From an optimization exercise on the open Yosys and OpenROAD flow, aimed at small area; shortcuts taken in it are not production practice. The RTL was checked by simulation tests, not by an equivalence proof against the original design. Power is estimated from default activity; no workload was simulated.

==> run a <==
Design sdr_rx, start of the top module:
module sdr_rx (
    input wire clk,
    input wire reset,
    input wire signed [9:0] adc_in,
    input wire [1:0] dr,
    input wire [25:0] frq,
    input wire [3:0] cic_shf,
    input wire ns_ena,
    input wire [2:0] demod_type,
    output wire [6:0] sathld,
    output wire diag,
    output wire valid,
    output wire signed [15:0] l_out,
    output wire signed [15:0] r_out
);
==> module fir8dec_par, before the edit <==
module fir8dec_par #(
	parameter isz = 16,					 
	          osz = 16,					 
	          psz = 8,					 
              csz = 16,                  
              clen = 246,                
              agrw = 3                   
)
(
	input clk,								 
	input reset,							 
	input ena,								 
	input signed [isz-1:0] iin, qin,    	 
	output reg valid,                   	 
	output reg signed [osz-1:0] iout,qout	 
);	
    reg [psz-1:0] w_addr;
    always @(posedge clk)
    begin
        if(reset == 1'b1)
        begin
            w_addr <= 0;
        end
        else
        begin
            if(ena == 1'b1)
            begin
                w_addr <= w_addr + 1;
            end
        end
    end
    localparam sm_wait = 2'b00;
    localparam sm_mac  = 2'b01;
    localparam sm_dmp  = 2'b10;
    reg [1:0] state;
    reg ena_d1;
    reg coeff_end, mac_ena, dump;
    reg [psz-1:0] r_addr;
    reg [psz-1:0] c_addr;
    always @(posedge clk)
    begin
        if(reset == 1'b1)
        begin
            state <= sm_wait;
            ena_d1 <= 1'b0;
            mac_ena <= 1'b0;
            dump <= 1'b0;
            r_addr <= {psz+1{1'd0}};
            c_addr <= {psz{1'd0}};
            coeff_end <= 1'b0;
        end
        else
        begin
            ena_d1 <= ena;
            case(state)
                sm_wait :
                begin
                    if(ena_d1 & (w_addr[2:0] == 3'b111))
                    begin
                        state <= sm_mac;
                        mac_ena <= 1'b1;
                        r_addr <= w_addr;
                        c_addr <= {psz{1'd0}};
                        coeff_end <= 1'b0;
                    end
                end
                sm_mac :
                begin
                    if(!coeff_end)
                    begin
                        r_addr <= r_addr - 1;
                        c_addr <= c_addr + 1;
						coeff_end <= (c_addr == clen);
                    end
                    else
                    begin
                        state <= sm_dmp;
                        mac_ena <= 1'b0;
                        dump <= 1'b1;
                    end
                end
                sm_dmp :
                begin
                    state <= sm_wait;
                    dump <= 1'b0;
                end
                default :
                begin
                    state <= sm_wait;
                    mac_ena <= 1'b0;
                    dump <= 1'b0;
                end
            endcase
        end
    end
    reg [psz-1:0] r_addr_d;
	reg signed [2*isz-1:0] buf_mem [255:0];
	reg signed [isz-1:0] ird, qrd;
	always @(posedge clk)  
	begin
        if(ena == 1'b1)
        begin
            buf_mem[w_addr] <= {iin,qin};
        end
	end
    reg [255:0] buf_wr;
    always @(posedge clk)
    begin
        if(reset == 1'b1)
            buf_wr <= 256'd0;
        else if(ena == 1'b1)
            buf_wr[w_addr] <= 1'b1;
    end
	always @(posedge clk)  
	begin
        r_addr_d <= r_addr;
		{ird,qrd} <= buf_wr[r_addr_d] ? buf_mem[r_addr_d] : {2*isz{1'b0}};
	end
    reg [psz-1:0] c_addr_d;
    reg signed [csz-1:0] coeff_rom[0:255];
    reg signed [csz-1:0] c_data  ;
    initial
    begin
        $readmemh("fir8dec_coeff.hex", coeff_rom);
    end
    always @(posedge clk)
    begin
        c_addr_d <= c_addr;
        c_data <= coeff_rom[c_addr_d];
    end
    reg [2:0] mac_ena_pipe;
    reg [2:0] dump_pipe;
    reg signed [csz+isz-1:0] imult, qmult;
    reg signed [csz+isz+agrw-1:0] iacc, qacc;
    wire signed [csz+isz+agrw-1:0] rnd_const = 1<<(csz+1);
    wire signed [osz-1:0] isat, qsat;
    sat #(.isz(agrw+osz-2), .osz(osz))
        u_isat(.in(iacc[csz+isz+agrw-1:csz+2]), .out(isat));
    sat #(.isz(agrw+osz-2), .osz(osz))
        u_qsat(.in(qacc[csz+isz+agrw-1:csz+2]), .out(qsat));
    always @(posedge clk)
    begin
        if(reset == 1'b1)
        begin
            mac_ena_pipe <= 3'b000;
            dump_pipe <= 3'b000;
            imult <= {csz+isz{1'b0}};
            qmult <= {csz+isz{1'b0}};
            iacc <= rnd_const;
            qacc <= rnd_const;
            valid <= 1'b0;
			iout <= {osz{1'b0}};
			qout <= {osz{1'b0}};
        end
        else
        begin
            mac_ena_pipe <= {mac_ena_pipe[1:0],mac_ena};
            dump_pipe <= {dump_pipe[1:0],dump};
            imult <= ird * c_data;
            qmult <= qrd * c_data;
            if(mac_ena_pipe[1] == 1'b1)
            begin
                iacc <= iacc + {{agrw{imult[csz+isz-1]}},imult};
                qacc <= qacc + {{agrw{qmult[csz+isz-1]}},qmult};
            end
            else
            begin
                iacc <= rnd_const;
                qacc <= rnd_const;
            end
            if(dump_pipe[1] == 1'b1)
            begin
                iout <= isat;
                qout <= qsat;
            end
            valid <= dump_pipe[1];
        end
    end
endmodule
==> flow/config.mk <==
export PLATFORM = sky130hd
export DESIGN_NAME = sdr_rx
export DESIGN_NICKNAME = sdr_rx
export VERILOG_FILES = /design/flow/design.v
export SDC_FILE = /design/flow/constraint.sdc
export NUM_CORES = 8
export LEC_CHECK = 0
export CAP_MARGIN = 20
export CORE_MARGIN = 2
export CORE_UTILIZATION = 35
export SLEW_MARGIN = 20
export SYNTH_MEMORY_MAX_BITS = 32768
==> flow/constraint.sdc <==
create_clock -name core_clock -period 12.5 [get_ports {clk}]
set_input_delay 2.5000 -clock core_clock [delete_from_list [all_inputs] [get_ports {clk}]]
set_output_delay 2.5000 -clock core_clock [all_outputs]
set_load 0.01 [all_outputs]
run.sh (not shown) runs the stock make flow with config.mk's settings and CLKGATE_MAP_FILE= SYNTH_SCRIPT=/design/flow/synth_recipe.tcl, a recipe that flattens the netlist after the stock synthesis.
==> run b (differences from run a) <==
--- a/flow/design.v
+++ b/flow/design.v
@@ -277,7 +277,5 @@
 	parameter isz = 16,					 
 	          osz = 16,					 
-	          psz = 8,					 
               csz = 16,                  
-              clen = 246,                
               agrw = 3                   
 )
@@ -288,168 +286,99 @@
 	input signed [isz-1:0] iin, qin,    	 
 	output reg valid,                   	 
-	output reg signed [osz-1:0] iout,qout	 
-);	
-    reg [psz-1:0] w_addr;
+	output signed [osz-1:0] iout,qout	     
+);
+    localparam asz = csz+isz+agrw;
+    localparam signed [asz-1:0] rnd_const = 1<<(csz+1);
+    reg signed [isz-1:0] xi, xq;     
+    reg [2:0] jcnt;                  
+    reg [4:0] d;                     
+    reg lc;                          
+    reg [4:0] pc;
+    reg fst;                         
     always @(posedge clk)
     begin
+        if(ena == 1'b1)
+        begin
+            xi <= iin;
+            xq <= qin;
+        end
         if(reset == 1'b1)
         begin
-            w_addr <= 0;
+            jcnt <= 3'd0;
+            d <= 5'd0;
+            lc <= 1'b0;
+            pc <= 5'd0;
+            fst <= 1'b1;
         end
         else
         begin
             if(ena == 1'b1)
+                jcnt <= jcnt + 3'd1;
+            d <= d + 5'd1 - {4'd0, (ena == 1'b1) && (jcnt == 3'd7)};
+            if(ena == 1'b1)
             begin
-                w_addr <= w_addr + 1;
+                lc <= 1'b1;
+                pc <= 5'd0;
+            end
+            else if(lc == 1'b1)
+            begin
+                pc <= pc + 5'd1;
+                if(pc == 5'd31)
+                begin
+                    lc <= 1'b0;
+                    fst <= 1'b0;
+                end
             end
         end
     end
-    localparam sm_wait = 2'b00;
-    localparam sm_mac  = 2'b01;
-    localparam sm_dmp  = 2'b10;
-    reg [1:0] state;
-    reg ena_d1;
-    reg coeff_end, mac_ena, dump;
-    reg [psz-1:0] r_addr;
-    reg [psz-1:0] c_addr;
+    reg signed [csz-1:0] coeff_rom[0:255];
+    initial
+    begin
+        $readmemh("fir8dec_coeff.hex", coeff_rom);
+    end
+    wire [7:0] c_addr = {d + 5'd2, 3'b000} - {5'd0, jcnt};
+    reg signed [csz-1:0] c_data;
+    reg init, emit;
     always @(posedge clk)
     begin
         if(reset == 1'b1)
         begin
-            state <= sm_wait;
-            ena_d1 <= 1'b0;
-            mac_ena <= 1'b0;
-            dump <= 1'b0;
-            r_addr <= {psz+1{1'd0}};
-            c_addr <= {psz{1'd0}};
-            coeff_end <= 1'b0;
+            c_data <= {csz{1'b0}};
+            init <= 1'b0;
+            emit <= 1'b0;
         end
         else
         begin
-            ena_d1 <= ena;
-            case(state)
-                sm_wait :
-                begin
-                    if(ena_d1 & (w_addr[2:0] == 3'b111))
-                    begin
-                        state <= sm_mac;
-                        mac_ena <= 1'b1;
-                        r_addr <= w_addr;
-                        c_addr <= {psz{1'd0}};
-                        coeff_end <= 1'b0;
-                    end
-                end
-                sm_mac :
-                begin
-                    if(!coeff_end)
-                    begin
-                        r_addr <= r_addr - 1;
-                        c_addr <= c_addr + 1;
-						coeff_end <= (c_addr == clen);
-                    end
-                    else
-                    begin
-                        state <= sm_dmp;
-                        mac_ena <= 1'b0;
-                        dump <= 1'b1;
-                    end
-                end
-                sm_dmp :
-                begin
-                    state <= sm_wait;
-                    dump <= 1'b0;
-                end
-                default :
-                begin
-                    state <= sm_wait;
-                    mac_ena <= 1'b0;
-                    dump <= 1'b0;
-                end
-            endcase
+            c_data <= lc ? coeff_rom[c_addr] : {csz{1'b0}};
+            init <= lc & (fst | (c_addr == 8'd0));
+            emit <= lc & (c_addr == 8'd4);
         end
     end
-    reg [psz-1:0] r_addr_d;
-	reg signed [2*isz-1:0] buf_mem [255:0];
-	reg signed [isz-1:0] ird, qrd;
-	always @(posedge clk)  
-	begin
-        if(ena == 1'b1)
-        begin
-            buf_mem[w_addr] <= {iin,qin};
-        end
-	end
-    reg [255:0] buf_wr;
+    reg signed [asz-1:0] iring[0:31];
+    reg signed [asz-1:0] qring[0:31];
+    wire signed [asz-1:0] ibase = init ? rnd_const : iring[0];
+    wire signed [asz-1:0] qbase = init ? rnd_const : qring[0];
+    integer n;
     always @(posedge clk)
     begin
-        if(reset == 1'b1)
-            buf_wr <= 256'd0;
-        else if(ena == 1'b1)
-            buf_wr[w_addr] <= 1'b1;
-    end
-	always @(posedge clk)  
-	begin
-        r_addr_d <= r_addr;
-		{ird,qrd} <= buf_wr[r_addr_d] ? buf_mem[r_addr_d] : {2*isz{1'b0}};
-	end
-    reg [psz-1:0] c_addr_d;
-    reg signed [csz-1:0] coeff_rom[0:255];
-    reg signed [csz-1:0] c_data  ;
-    initial
-    begin
-        $readmemh("fir8dec_coeff.hex", coeff_rom);
-    end
-    always @(posedge clk)
-    begin
-        c_addr_d <= c_addr;
-        c_data <= coeff_rom[c_addr_d];
+        for(n=0;n<31;n=n+1)
+        begin
+            iring[n] <= iring[n+1];
+            qring[n] <= qring[n+1];
+        end
+        iring[31] <= ibase + xi * c_data;
+        qring[31] <= qbase + xq * c_data;
     end
-    reg [2:0] mac_ena_pipe;
-    reg [2:0] dump_pipe;
-    reg signed [csz+isz-1:0] imult, qmult;
-    reg signed [csz+isz+agrw-1:0] iacc, qacc;
-    wire signed [csz+isz+agrw-1:0] rnd_const = 1<<(csz+1);
-    wire signed [osz-1:0] isat, qsat;
-    sat #(.isz(agrw+osz-2), .osz(osz))
-        u_isat(.in(iacc[csz+isz+agrw-1:csz+2]), .out(isat));
-    sat #(.isz(agrw+osz-2), .osz(osz))
-        u_qsat(.in(qacc[csz+isz+agrw-1:csz+2]), .out(qsat));
     always @(posedge clk)
     begin
         if(reset == 1'b1)
-        begin
-            mac_ena_pipe <= 3'b000;
-            dump_pipe <= 3'b000;
-            imult <= {csz+isz{1'b0}};
-            qmult <= {csz+isz{1'b0}};
-            iacc <= rnd_const;
-            qacc <= rnd_const;
             valid <= 1'b0;
-			iout <= {osz{1'b0}};
-			qout <= {osz{1'b0}};
-        end
         else
-        begin
-            mac_ena_pipe <= {mac_ena_pipe[1:0],mac_ena};
-            dump_pipe <= {dump_pipe[1:0],dump};
-            imult <= ird * c_data;
-            qmult <= qrd * c_data;
-            if(mac_ena_pipe[1] == 1'b1)
-            begin
-                iacc <= iacc + {{agrw{imult[csz+isz-1]}},imult};
-                qacc <= qacc + {{agrw{qmult[csz+isz-1]}},qmult};
-            end
-            else
-            begin
-                iacc <= rnd_const;
-                qacc <= rnd_const;
-            end
-            if(dump_pipe[1] == 1'b1)
-            begin
-                iout <= isat;
-                qout <= qsat;
-            end
-            valid <= dump_pipe[1];
-        end
+            valid <= emit;
     end
+    sat #(.isz(agrw+osz-2), .osz(osz))
+        u_isat(.in(iring[31][asz-1:csz+2]), .out(iout));
+    sat #(.isz(agrw+osz-2), .osz(osz))
+        u_qsat(.in(qring[31][asz-1:csz+2]), .out(qout));
 endmodule
 `default_nettype none
==> summary.txt <==
H-tree Lvls: 7
Post-synth EDFFs: 8225
Power, Total: 82.2 mW
Hold Path End: u_ddc.u_cic_i.low_pipe[22]$_DFF_P_
status: no timing/DRC/antenna violations
maximum clock frequency: 114 MHz
FF-to-FF setup slack: 5.10 ns
sequential power share: 47.3%
XOR/XNOR Fraction of Synth Area: 1.64%
Worst Setup SP: adc_in[1]
Max Buffers Root-to-Sink: 6
Crit path largest cell delay: 0.88 ns
synth top area cells: edfxtp_1 52%, mux4_2 14%, dfxtp_1 8.3%
[end of results for run a]
==> summary.txt <==
Post-synth EDFFs: 65
sequential power share: 39.2%
status: no timing/DRC/antenna violations
Max Buffers Root-to-Sink: 4
Worst Setup SP: adc_in[6]
Crit path largest cell delay: 0.75 ns
XOR/XNOR Fraction of Synth Area: 3.73%
Hold Path End: u_ddc.u_fir.iring[26][11]$_DFF_P_
maximum clock frequency: 117 MHz
FF-to-FF setup slack: 4.97 ns
synth top area cells: dfxtp_1 39%, fa_1 11%, ha_1 8.0%
H-tree Lvls: 5
[end of results for run b]

## re-timing with driven ports
The results above use ideal ports. As a check the final layouts listed here were re-extracted and re-timed, cells and wires unchanged.
Step 1 assumes that a clkbuf_16 drives the clock port and a buf_2 every other input.
Step 2 also shifts input and output timing later by t, the mid clock arrival at the registers, as if the neighbouring blocks saw the same clock.
Three values: ideal, step 1, step 2; two values: the first two.
run | shift t [ns] | setup WS [ns] | worst setup path at the end | clock arrival spread, ns | slew at the worst register clock pin (ns)
run a | 1.401 | 3.738 / 3.886 / 2.484 | input to register | 0.166 / 0.165 | 0.07 / 0.07
run b | 1.080 | 3.944 / 4.032 / 2.952 | input to register | 0.138 / 0.138 | 0.07 / 0.07
After both steps setup and hold are still met in every run listed. For run a, which loses most, drivers alone change the setup slack by +0.148 ns; drivers and shift together by -1.254 ns.
